This design comes from an exercise in tuning for small area on the open sky130 flow, not from production work. At most, simulation tests tie the RTL to the original design; equivalence was not proved. Power figures rest on the tool's default switching activity, not on a simulated workload.

==> run a <==
==> flow/design.v <==
module cmd_int(
input    wire        i_clk,
input    wire        i_rst,
input    wire        i_data_valid,
input    wire [7:0]  i_data,
output   reg         o_buff_en,
output   wire        o_data_valid,
output   wire [7:0]  o_data,
output   reg         o_srst,
output   reg         o_pgrm_icap,
output   wire [26:0] o_ddr_strt_addr,
output   wire [19:0] o_trans_len,
output   reg         o_load,
input    wire  [19:0]i_icap_clk_cnt,
input    wire  [19:0]i_total_clk_cnt,
input    wire        i_uart_tx_buffer_full,
input    wire        i_dma_done,
output   reg         o_pr_reset
);
function [3:0] cls;
  input [7:0] c;
  case (c)
    8'h31: cls = 4'd1;  
    8'h32: cls = 4'd2;  
    8'h41: cls = 4'd3;  
    8'h43: cls = 4'd4;  
    8'h44: cls = 4'd5;  
    8'h45: cls = 4'd6;  
    8'h49: cls = 4'd7;  
    8'h4C: cls = 4'd8;  
    8'h4D: cls = 4'd9;  
    8'h4E: cls = 4'd10;  
    8'h4F: cls = 4'd11;  
    8'h50: cls = 4'd12;  
    8'h52: cls = 4'd13;  
    8'h53: cls = 4'd14;  
    8'h54: cls = 4'd15;  
    default: cls = 4'd0;
  endcase
endfunction
function [5:0] ac_next;
  input [5:0] s;
  input [7:0] c;
  reg [3:0] cc;
  reg [5:0] x;
  begin
    cc = cls(c);
    x = 6'd0;
    if ((cc == 4'd1) & ((s == 6'd61) | (s == 6'd63))) x = x | 6'd1;  
    if ((cc == 4'd2) & ((s == 6'd61) | (s == 6'd63))) x = x | 6'd1;  
    if ((cc == 4'd3) & ((s[5:2] == 4'd14))) x = x | 6'd1;  
    if ((cc == 4'd4) & ((s[5:2] == 4'd10))) x = x | 6'd1;  
    if ((cc == 4'd4) & ((s == 6'd30))) x = x | 6'd2;  
    if ((cc == 4'd5) & ((s == 6'd13))) x = x | 6'd1;  
    if ((cc == 4'd5) & ((s == 6'd45))) x = x | 6'd2;  
    if ((cc == 4'd5) & ((s == 6'd46))) x = x | 6'd3;  
    if ((cc == 4'd6) & ((s == 6'd33))) x = x | 6'd1;  
    if ((cc == 4'd7) & ((s[5:2] == 4'd4))) x = x | 6'd1;  
    if ((cc == 4'd7) & ((s[5:2] == 4'd12))) x = x | 6'd2;  
    if ((cc == 4'd8) & ((s[5:2] == 4'd14))) x = x | 6'd1;  
    if ((cc == 4'd9) & ((s[5:2] == 4'd4))) x = x | 6'd1;  
    if ((cc == 4'd9) & ((s[5:2] == 4'd5))) x = x | 6'd2;  
    if ((cc == 4'd10) & ((s == 6'd29))) x = x | 6'd1;  
    if ((cc == 4'd10) & ((s == 6'd47))) x = x | 6'd2;  
    if ((cc == 4'd10) & ((s == 6'd25))) x = x | 6'd3;  
    if ((cc == 4'd11) & ((s == 6'd37))) x = x | 6'd1;  
    if ((cc == 4'd11) & ((s == 6'd38))) x = x | 6'd2;  
    if ((cc == 4'd11) & ((s == 6'd17))) x = x | 6'd3;  
    if ((cc == 4'd12) & ((s[5:2] == 4'd13) | (s == 6'd1))) x = x | 6'd1;  
    if ((cc == 4'd12) & ((s == 6'd18))) x = x | 6'd2;  
    if ((cc == 4'd13) & ((s == 6'd54))) x = x | 6'd53;  
    if ((cc == 4'd13) & ((s[5:2] == 4'd14))) x = x | 6'd1;  
    if ((cc == 4'd13) & ((s == 6'd49))) x = x | 6'd2;  
    if ((cc == 4'd13) & ((s == 6'd21))) x = x | 6'd3;  
    if ((cc == 4'd14) & ((s == 6'd1) | (s == 6'd52) | (s == 6'd54) | (s == 6'd55))) x = x | 6'd1;  
    if ((cc == 4'd14) & ((s == 6'd53))) x = x | 6'd2;  
    if ((cc == 4'd15) & ((s == 6'd57))) x = x | 6'd1;  
    if ((cc == 4'd15) & ((s == 6'd41))) x = x | 6'd2;  
    if ((cc == 4'd15) & ((s == 6'd58))) x = x | 6'd3;  
    ac_next = {cc, 2'd0} ^ x;
  end
endfunction
localparam [5:0] AC_CMOD = 6'd22;
localparam [5:0] AC_DMOD = 6'd23;
localparam [5:0] AC_SADR = 6'd55;
localparam [5:0] AC_SLEN = 6'd43;
localparam [5:0] AC_SRST = 6'd63;
localparam [5:0] AC_PICP = 6'd50;
localparam [5:0] AC_RST1 = 6'd5;
localparam [5:0] AC_RST2 = 6'd9;
localparam [5:0] AC_CINT = 6'd62;
localparam [5:0] AC_NCON = 6'd42;
localparam [5:0] AC_RPRR = 6'd1;
localparam [5:0] AC_ROOT = 6'd0;
localparam [5:0] AC_PEND = 6'd2;
localparam AC_W = 6;
localparam [3:0] CMOD = 4'd0, DMOD = 4'd1, SADR = 4'd2, SLEN = 4'd3, SRST = 4'd4,
                 PICP = 4'd5, RST1 = 4'd6, RST2 = 4'd7, CINT = 4'd8, START = 4'd9,
                 NCON = 4'd10, RPRR = 4'd11;
reg  [AC_W-1:0] ac;
reg  [3:0]  state;
reg  [4:0]  len_cnt;
reg         tx_valid;
reg         tx_bit;
reg  [1:0]  buff_wr_addr;
reg  [3:0]  sel;                     
reg         cur_sel;                 
reg  [7:0]  cnt0, cnt1, cnt2, cnt3;  
reg  [23:0] addr_reg;                
reg  [19:0] len_reg;                 
reg  [43:0] mem0, mem1, mem2, mem3;  
wire m_cmod   = (ac == AC_CMOD);
wire st_cmod  = (state == CMOD);
wire st_start = (state == START);
wire buff_wr_en = (state == DMOD) & (ac == AC_PEND);
wire [7:0] cnt_sel = ({8{sel[0]}} & cnt0) | ({8{sel[1]}} & cnt1) | ({8{sel[2]}} & cnt2) | ({8{sel[3]}} & cnt3);
wire       tx_rst  = ~st_cmod;
wire [7:0] tx_data = cnt_sel | {2'b00, tx_rst, tx_rst, 3'b000, tx_bit};
assign o_data_valid = (state == DMOD) ? 1'b0 : i_data_valid | tx_valid;
assign o_data       = tx_valid ? tx_data : i_data;
wire [3:0]  rd_sel  = sel & {4{~cur_sel}};
wire [43:0] rd_data = ({44{rd_sel[0]}} & mem0) | ({44{rd_sel[1]}} & mem1) | ({44{rd_sel[2]}} & mem2) | ({44{rd_sel[3]}} & mem3);
wire [43:0] out_data = rd_data | ({44{cur_sel}} & {addr_reg, len_reg});
assign o_ddr_strt_addr = {3'b000, out_data[43:20]};
assign o_trans_len     = out_data[19:0];
wire [3:0] digit = (i_data < 8'd58) ? i_data[3:0] : i_data[3:0] + 4'd9;
wire [19:0] icap_rev  = {i_icap_clk_cnt[0], i_icap_clk_cnt[1], i_icap_clk_cnt[2], i_icap_clk_cnt[3], i_icap_clk_cnt[4], i_icap_clk_cnt[5], i_icap_clk_cnt[6], i_icap_clk_cnt[7], i_icap_clk_cnt[8], i_icap_clk_cnt[9], i_icap_clk_cnt[10], i_icap_clk_cnt[11], i_icap_clk_cnt[12], i_icap_clk_cnt[13], i_icap_clk_cnt[14], i_icap_clk_cnt[15], i_icap_clk_cnt[16], i_icap_clk_cnt[17], i_icap_clk_cnt[18], i_icap_clk_cnt[19]};
wire [19:0] total_rev = {i_total_clk_cnt[0], i_total_clk_cnt[1], i_total_clk_cnt[2], i_total_clk_cnt[3], i_total_clk_cnt[4], i_total_clk_cnt[5], i_total_clk_cnt[6], i_total_clk_cnt[7], i_total_clk_cnt[8], i_total_clk_cnt[9], i_total_clk_cnt[10], i_total_clk_cnt[11], i_total_clk_cnt[12], i_total_clk_cnt[13], i_total_clk_cnt[14], i_total_clk_cnt[15], i_total_clk_cnt[16], i_total_clk_cnt[17], i_total_clk_cnt[18], i_total_clk_cnt[19]};
wire       rst_bit = (state == RST1) ? icap_rev[len_cnt] : total_rev[len_cnt];
always @(posedge i_clk) begin
    if (i_rst)
        ac <= AC_ROOT;
    else if (st_cmod & ((ac == AC_DMOD) | (ac == AC_PICP) | (ac == AC_RST1) | (ac == AC_RST2) | (ac == AC_CINT)))
        ac <= AC_PEND;
    else if (ac == AC_PEND)
        ac <= AC_ROOT;
    else if (i_data_valid)
        ac <= ac_next(ac, i_data);
end
always @(posedge i_clk) begin
    cur_sel <= i_rst | ~((state == CINT) & i_data_valid);
    sel <= {4{((state == CINT) | (state == NCON)) & i_data_valid}} &
           {i_data[1:0] == 2'd3, i_data[1:0] == 2'd2, i_data[1:0] == 2'd1, i_data[1:0] == 2'd0};
    tx_bit  <= rst_bit & ((state == RST1) | (state == RST2));    
end
always @(posedge i_clk) begin
    if (~i_rst & (state == SADR) & i_data_valid) begin
        case (len_cnt[2:0])
            3'd0: addr_reg[23:20] <= digit;
            3'd1: addr_reg[19:16] <= digit;
            3'd2: addr_reg[15:12] <= digit;
            3'd3: addr_reg[11:8]  <= digit;
            3'd4: addr_reg[7:4]   <= digit;
            default: addr_reg[3:0] <= digit;
        endcase
    end
    if (~i_rst & (state == SLEN) & i_data_valid) begin
        case (len_cnt[2:0])
            3'd1: len_reg[19:16] <= digit;
            3'd2: len_reg[15:12] <= digit;
            3'd3: len_reg[11:8]  <= digit;
            3'd4: len_reg[7:4]   <= digit;
            3'd5: len_reg[3:0]   <= digit;
            default: ;
        endcase
    end
    if (buff_wr_en) begin
        case (buff_wr_addr)
            2'd0: mem0 <= {addr_reg, len_reg};
            2'd1: mem1 <= {addr_reg, len_reg};
            2'd2: mem2 <= {addr_reg, len_reg};
            default: mem3 <= {addr_reg, len_reg};
        endcase
    end
end
wire [7:0] cnt_d  = i_rst ? 8'h30 : cnt_sel + 8'd1;
wire [3:0] cnt_we = {4{i_rst}} | ({4{st_start}} & sel);
always @(posedge i_clk) begin
    if (cnt_we[0]) cnt0 <= cnt_d;
    if (cnt_we[1]) cnt1 <= cnt_d;
    if (cnt_we[2]) cnt2 <= cnt_d;
    if (cnt_we[3]) cnt3 <= cnt_d;
end
always @(posedge i_clk) begin
    if (i_rst) begin
        state        <= CMOD;
        o_buff_en    <= 1'b0;
        len_cnt      <= 5'd0;
        o_srst       <= 1'b0;
        o_pgrm_icap  <= 1'b0;
        o_load       <= 1'b0;
        tx_valid     <= 1'b0;
        buff_wr_addr <= 2'b00;
        o_pr_reset   <= 1'b0;
    end else begin
        case (state)
            CMOD: begin
                o_buff_en   <= 1'b0;
                o_srst      <= 1'b0;
                o_pgrm_icap <= 1'b0;
                o_load      <= 1'b0;
                len_cnt     <= 5'd0;
                tx_valid    <= 1'b0;
                case (ac)
                    AC_DMOD: state <= DMOD;
                    AC_SADR: state <= SADR;
                    AC_SLEN: state <= SLEN;
                    AC_SRST: state <= SRST;
                    AC_PICP: begin state <= PICP; o_pgrm_icap <= 1'b1; end
                    AC_RST1: state <= RST1;
                    AC_RST2: state <= RST2;
                    AC_CINT: state <= CINT;
                    AC_NCON: state <= NCON;
                    AC_RPRR: state <= RPRR;
                    default: ;
                endcase
            end
            DMOD: begin
                if (m_cmod) begin
                    state        <= CMOD;
                    buff_wr_addr <= buff_wr_addr + 2'd1;
                end
                o_buff_en <= 1'b1;
            end
            SADR, SLEN: begin
                if (i_data_valid) begin
                    len_cnt <= len_cnt + 5'd1;
                    if (len_cnt == 5'd5) begin
                        state  <= CMOD;
                        o_load <= 1'b1;
                    end
                end
            end
            SRST: begin
                if (m_cmod) state <= CMOD;
                o_srst <= ~m_cmod;
            end
            RPRR: begin
                if (m_cmod) state <= CMOD;
                o_pr_reset <= ~m_cmod;
            end
            PICP: begin
                o_pgrm_icap <= 1'b0;
                if (i_dma_done) state <= CMOD;
            end
            RST1, RST2: begin
                if (~i_uart_tx_buffer_full & (len_cnt != 5'd20)) begin
                    len_cnt  <= len_cnt + 5'd1;
                    tx_valid <= 1'b1;
                end else
                    tx_valid <= 1'b0;
                if (len_cnt == 5'd20) state <= CMOD;
            end
            CINT: begin
                if (i_data_valid) begin
                    o_load <= 1'b1;
                    state  <= START;
                end
            end
            START: begin
                o_pgrm_icap <= 1'b1;
                o_load      <= 1'b0;
                state       <= PICP;
            end
            NCON: begin
                if (i_data_valid) begin
                    tx_valid <= 1'b1;
                    state    <= CMOD;
                end
            end
            default: ;
        endcase
    end
end
endmodule
==> flow/flow/run.sh <==
#!/bin/bash
# Own layout flow: the standard ORFS flow (standard.sh, unchanged synthesis),
# with two layout settings that ORFS reads from the environment:
#  - the port buffers that buffer_ports inserts use the smallest buffer cell
#    (every input and output port still gets its own buffer);
#  - clock tree synthesis without dummy loads, with the clustering given below.
set -euo pipefail
export BUFFER_PORTS_ARGS="-buffer_cell sky130_fd_sc_hd__buf_1"
export CTS_ARGS="-sink_clustering_enable -repair_clock_nets -dont_use_dummy_load -buf_list sky130_fd_sc_hd__clkbuf_4 -sink_clustering_size 12 -sink_clustering_max_diameter 30"
bash standard.sh finish > flow_standard.log 2>&1
==> flow/standard.sh <==
#!/bin/bash
# synth_recipe.tcl (not shown) runs the flow's synth.tcl, then flattens the netlist and writes it again
# the make line also repeats each setting of config.mk as NAME=value (left out here)
make -C /OpenROAD-flow-scripts/flow DESIGN_CONFIG=/design/flow/config.mk WORK_HOME=/design/flow/orfs CLKGATE_MAP_FILE= SYNTH_SCRIPT=/design/flow/synth_recipe.tcl "${@:-finish}"
==> flow/config.mk <==
export PLATFORM = sky130hd
export DESIGN_NAME = cmd_int
export DESIGN_NICKNAME = cmd_int
export VERILOG_FILES = /design/flow/design.v
export SDC_FILE = /design/flow/constraint.sdc
export NUM_CORES = 8
export LEC_CHECK = 0
export CAP_MARGIN = 20
export CORE_MARGIN = 2
export CORE_UTILIZATION = 75
export PLACE_DENSITY = 0.85
export SLEW_MARGIN = 20
==> flow/constraint.sdc <==
create_clock -name core_clock -period 5.0 [get_ports {i_clk}]
set_input_delay 1.0000 -clock core_clock [delete_from_list [all_inputs] [get_ports {i_clk}]]
set_output_delay 1.0000 -clock core_clock [all_outputs]
set_load 0.01 [all_outputs]
==> run b: changes against run a <==
--- a/flow/design.v
+++ b/flow/design.v
@@ -94,9 +94,8 @@
 localparam [5:0] AC_ROOT = 6'd0;
 localparam [5:0] AC_PEND = 6'd2;
-localparam AC_W = 6;
 localparam [3:0] CMOD = 4'd0, DMOD = 4'd1, SADR = 4'd2, SLEN = 4'd3, SRST = 4'd4,
                  PICP = 4'd5, RST1 = 4'd6, RST2 = 4'd7, CINT = 4'd8, START = 4'd9,
                  NCON = 4'd10, RPRR = 4'd11;
-reg  [AC_W-1:0] ac;
+reg  [$bits(AC_ROOT)-1:0] ac;
 reg  [3:0]  state;
 reg  [4:0]  len_cnt;
@@ -105,5 +104,4 @@
 reg  [1:0]  buff_wr_addr;
 reg  [3:0]  sel;                     
-reg         cur_sel;                 
 reg  [7:0]  cnt0, cnt1, cnt2, cnt3;  
 reg  [23:0] addr_reg;                
@@ -115,17 +113,13 @@
 wire buff_wr_en = (state == DMOD) & (ac == AC_PEND);
 wire [7:0] cnt_sel = ({8{sel[0]}} & cnt0) | ({8{sel[1]}} & cnt1) | ({8{sel[2]}} & cnt2) | ({8{sel[3]}} & cnt3);
-wire       tx_rst  = ~st_cmod;
-wire [7:0] tx_data = cnt_sel | {2'b00, tx_rst, tx_rst, 3'b000, tx_bit};
+wire [7:0] tx_data = st_cmod ? {cnt_sel[7:4] + 4'd3, cnt_sel[3:0]} : {7'b0011000, tx_bit};
 assign o_data_valid = (state == DMOD) ? 1'b0 : i_data_valid | tx_valid;
 assign o_data       = tx_valid ? tx_data : i_data;
-wire [3:0]  rd_sel  = sel & {4{~cur_sel}};
-wire [43:0] rd_data = ({44{rd_sel[0]}} & mem0) | ({44{rd_sel[1]}} & mem1) | ({44{rd_sel[2]}} & mem2) | ({44{rd_sel[3]}} & mem3);
-wire [43:0] out_data = rd_data | ({44{cur_sel}} & {addr_reg, len_reg});
+wire [43:0] rd_data = ({44{sel[0]}} & mem0) | ({44{sel[1]}} & mem1) | ({44{sel[2]}} & mem2) | ({44{sel[3]}} & mem3);
+wire [43:0] out_data = st_start ? rd_data : {addr_reg, len_reg};
 assign o_ddr_strt_addr = {3'b000, out_data[43:20]};
 assign o_trans_len     = out_data[19:0];
 wire [3:0] digit = (i_data < 8'd58) ? i_data[3:0] : i_data[3:0] + 4'd9;
-wire [19:0] icap_rev  = {i_icap_clk_cnt[0], i_icap_clk_cnt[1], i_icap_clk_cnt[2], i_icap_clk_cnt[3], i_icap_clk_cnt[4], i_icap_clk_cnt[5], i_icap_clk_cnt[6], i_icap_clk_cnt[7], i_icap_clk_cnt[8], i_icap_clk_cnt[9], i_icap_clk_cnt[10], i_icap_clk_cnt[11], i_icap_clk_cnt[12], i_icap_clk_cnt[13], i_icap_clk_cnt[14], i_icap_clk_cnt[15], i_icap_clk_cnt[16], i_icap_clk_cnt[17], i_icap_clk_cnt[18], i_icap_clk_cnt[19]};
-wire [19:0] total_rev = {i_total_clk_cnt[0], i_total_clk_cnt[1], i_total_clk_cnt[2], i_total_clk_cnt[3], i_total_clk_cnt[4], i_total_clk_cnt[5], i_total_clk_cnt[6], i_total_clk_cnt[7], i_total_clk_cnt[8], i_total_clk_cnt[9], i_total_clk_cnt[10], i_total_clk_cnt[11], i_total_clk_cnt[12], i_total_clk_cnt[13], i_total_clk_cnt[14], i_total_clk_cnt[15], i_total_clk_cnt[16], i_total_clk_cnt[17], i_total_clk_cnt[18], i_total_clk_cnt[19]};
-wire       rst_bit = (state == RST1) ? icap_rev[len_cnt] : total_rev[len_cnt];
+wire       rst_bit = (state == RST1) ? i_icap_clk_cnt[len_cnt] : i_total_clk_cnt[len_cnt];
 always @(posedge i_clk) begin
     if (i_rst)
@@ -138,10 +132,7 @@
         ac <= ac_next(ac, i_data);
 end
-always @(posedge i_clk) begin
-    cur_sel <= i_rst | ~((state == CINT) & i_data_valid);
+always @(posedge i_clk)
     sel <= {4{((state == CINT) | (state == NCON)) & i_data_valid}} &
            {i_data[1:0] == 2'd3, i_data[1:0] == 2'd2, i_data[1:0] == 2'd1, i_data[1:0] == 2'd0};
-    tx_bit  <= rst_bit & ((state == RST1) | (state == RST2));    
-end
 always @(posedge i_clk) begin
     if (~i_rst & (state == SADR) & i_data_valid) begin
@@ -174,11 +165,14 @@
     end
 end
-wire [7:0] cnt_d  = i_rst ? 8'h30 : cnt_sel + 8'd1;
-wire [3:0] cnt_we = {4{i_rst}} | ({4{st_start}} & sel);
-always @(posedge i_clk) begin
-    if (cnt_we[0]) cnt0 <= cnt_d;
-    if (cnt_we[1]) cnt1 <= cnt_d;
-    if (cnt_we[2]) cnt2 <= cnt_d;
-    if (cnt_we[3]) cnt3 <= cnt_d;
+wire [7:0] cnt_inc = cnt_sel + 8'd1;
+always @(posedge i_clk) begin
+    if (i_rst) begin
+        cnt0 <= 8'd0; cnt1 <= 8'd0; cnt2 <= 8'd0; cnt3 <= 8'd0;
+    end else if (st_start) begin
+        if (sel[0]) cnt0 <= cnt_inc;
+        if (sel[1]) cnt1 <= cnt_inc;
+        if (sel[2]) cnt2 <= cnt_inc;
+        if (sel[3]) cnt3 <= cnt_inc;
+    end
 end
 always @(posedge i_clk) begin
@@ -208,6 +202,6 @@
                     AC_SRST: state <= SRST;
                     AC_PICP: begin state <= PICP; o_pgrm_icap <= 1'b1; end
-                    AC_RST1: state <= RST1;
-                    AC_RST2: state <= RST2;
+                    AC_RST1: begin state <= RST1; len_cnt <= 5'd19; end
+                    AC_RST2: begin state <= RST2; len_cnt <= 5'd19; end
                     AC_CINT: state <= CINT;
                     AC_NCON: state <= NCON;
@@ -245,10 +239,11 @@
             end
             RST1, RST2: begin
-                if (~i_uart_tx_buffer_full & (len_cnt != 5'd20)) begin
-                    len_cnt  <= len_cnt + 5'd1;
+                if (~i_uart_tx_buffer_full & (len_cnt != 5'd31)) begin
+                    tx_bit   <= rst_bit;
+                    len_cnt  <= len_cnt - 5'd1;
                     tx_valid <= 1'b1;
                 end else
                     tx_valid <= 1'b0;
-                if (len_cnt == 5'd20) state <= CMOD;
+                if (len_cnt == 5'd31) state <= CMOD;
             end
             CINT: begin
--- a/flow/flow/run.sh
+++ b/flow/flow/run.sh
@@ -7,4 +7,4 @@
 set -euo pipefail
 export BUFFER_PORTS_ARGS="-buffer_cell sky130_fd_sc_hd__buf_1"
-export CTS_ARGS="-sink_clustering_enable -repair_clock_nets -dont_use_dummy_load -buf_list sky130_fd_sc_hd__clkbuf_4 -sink_clustering_size 12 -sink_clustering_max_diameter 30"
+export CTS_ARGS="-sink_clustering_enable -repair_clock_nets -buf_list sky130_fd_sc_hd__clkbuf_8 -sink_clustering_size 20 -sink_clustering_max_diameter 50"
 bash standard.sh finish > flow_standard.log 2>&1
CORE_UTILIZATION = 40   (was 75)
PLACE_DENSITY = default   (was 0.85)
==> run c: changes against run a <==
--- a/flow/design.v
+++ b/flow/design.v
@@ -115,6 +115,5 @@
 wire buff_wr_en = (state == DMOD) & (ac == AC_PEND);
 wire [7:0] cnt_sel = ({8{sel[0]}} & cnt0) | ({8{sel[1]}} & cnt1) | ({8{sel[2]}} & cnt2) | ({8{sel[3]}} & cnt3);
-wire       tx_rst  = ~st_cmod;
-wire [7:0] tx_data = cnt_sel | {2'b00, tx_rst, tx_rst, 3'b000, tx_bit};
+wire [7:0] tx_data = st_cmod ? {cnt_sel[7:4] + 4'd3, cnt_sel[3:0]} : {7'b0011000, tx_bit};
 assign o_data_valid = (state == DMOD) ? 1'b0 : i_data_valid | tx_valid;
 assign o_data       = tx_valid ? tx_data : i_data;
@@ -142,5 +141,5 @@
     sel <= {4{((state == CINT) | (state == NCON)) & i_data_valid}} &
            {i_data[1:0] == 2'd3, i_data[1:0] == 2'd2, i_data[1:0] == 2'd1, i_data[1:0] == 2'd0};
-    tx_bit  <= rst_bit & ((state == RST1) | (state == RST2));    
+    tx_bit  <= rst_bit;    
 end
 always @(posedge i_clk) begin
@@ -174,5 +173,5 @@
     end
 end
-wire [7:0] cnt_d  = i_rst ? 8'h30 : cnt_sel + 8'd1;
+wire [7:0] cnt_d  = (cnt_sel + 8'd1) & {8{~i_rst}};
 wire [3:0] cnt_we = {4{i_rst}} | ({4{st_start}} & sel);
 always @(posedge i_clk) begin
--- a/flow/flow/run.sh
+++ b/flow/flow/run.sh
@@ -7,4 +7,4 @@
 set -euo pipefail
 export BUFFER_PORTS_ARGS="-buffer_cell sky130_fd_sc_hd__buf_1"
-export CTS_ARGS="-sink_clustering_enable -repair_clock_nets -dont_use_dummy_load -buf_list sky130_fd_sc_hd__clkbuf_4 -sink_clustering_size 12 -sink_clustering_max_diameter 30"
+export CTS_ARGS="-sink_clustering_enable -repair_clock_nets -dont_use_dummy_load -buf_list sky130_fd_sc_hd__clkbuf_16 -sink_clustering_size 40 -sink_clustering_max_diameter 40"
 bash standard.sh finish > flow_standard.log 2>&1
CORE_UTILIZATION = 70   (was 75)
PLACE_DENSITY = 0.8   (was 0.85)
==> run notes <==
quantity	run c	run b	run a
Outcome	no timing/DRC/antenna violations	no timing/DRC/antenna violations	no timing/DRC/antenna violations
Met3 usage in global routing	4.52%	2.43%	5.57%
CTS sink count	281	280	281
Layout net count	1110	1202	1132
Switching share of power	21.8%	29.7%	24.3%
DIE HEIGHT	137 um	182 um	132 um
Dpl ws	1.49 ns	1.47 ns	1.41 ns
Clock network power	0.00182 W	0.00162 W	0.00105 W
Sequential Power Share	55.0%	53.7%	64.0%
Footprint of the multi-input gates	3880 um^2	4410 um^2	3880 um^2
Count of sequential standard cells	281	280	281
Launch point of the worst reg-to-reg path	ac[2]$_SDFFE_PP0P_	ac[2]$_SDFFE_PP0P_	len_cnt[0]$_SDFFE_PP0P_
Aggregate routed wire length	30400 um	30600 um	28000 um
Arr. time, crit path	2.76 ns	3.03 ns	2.86 ns
Min Tclk post-route	3.76 ns	4.03 ns	3.86 ns
Detailed router's first-iteration violation count	994	704	812
Gate count of the mapped netlist	942	1066	962
Post-layout util	79.1%	44.7%	82.8%
The RTL of run a and run b was laid out without a check of its function.

==> re-timing with driven ports <==
The flow's constraints put no driver on any port. The routed layouts listed below were extracted and timed again, unchanged, in two steps. Step 1: set_driving_cell puts a clkbuf_16 on i_clk and a buf_2 on each other input, an assumption about the parent block. Step 2 also shifts input and output timing later by t, the mid clock arrival at the registers, as if the neighbouring blocks saw the same clock. Three values: ideal, step 1, step 2; two values: the first two.
| run | t (ns) | slack for setup (ns) | worst setup path at the end | cell pins on the clock port's net |
|---|---|---|---|---|
| run a | 0.635 | 1.143 / 1.103 / 1.334 | input to register | 1 |
| run b | 0.632 | 0.970 / 0.923 / 1.428 | input to register | 1 |
| run c | 0.567 | 1.235 / 1.193 / 1.409 | input to register | 1 |
After both steps setup and hold are still met in every run listed.
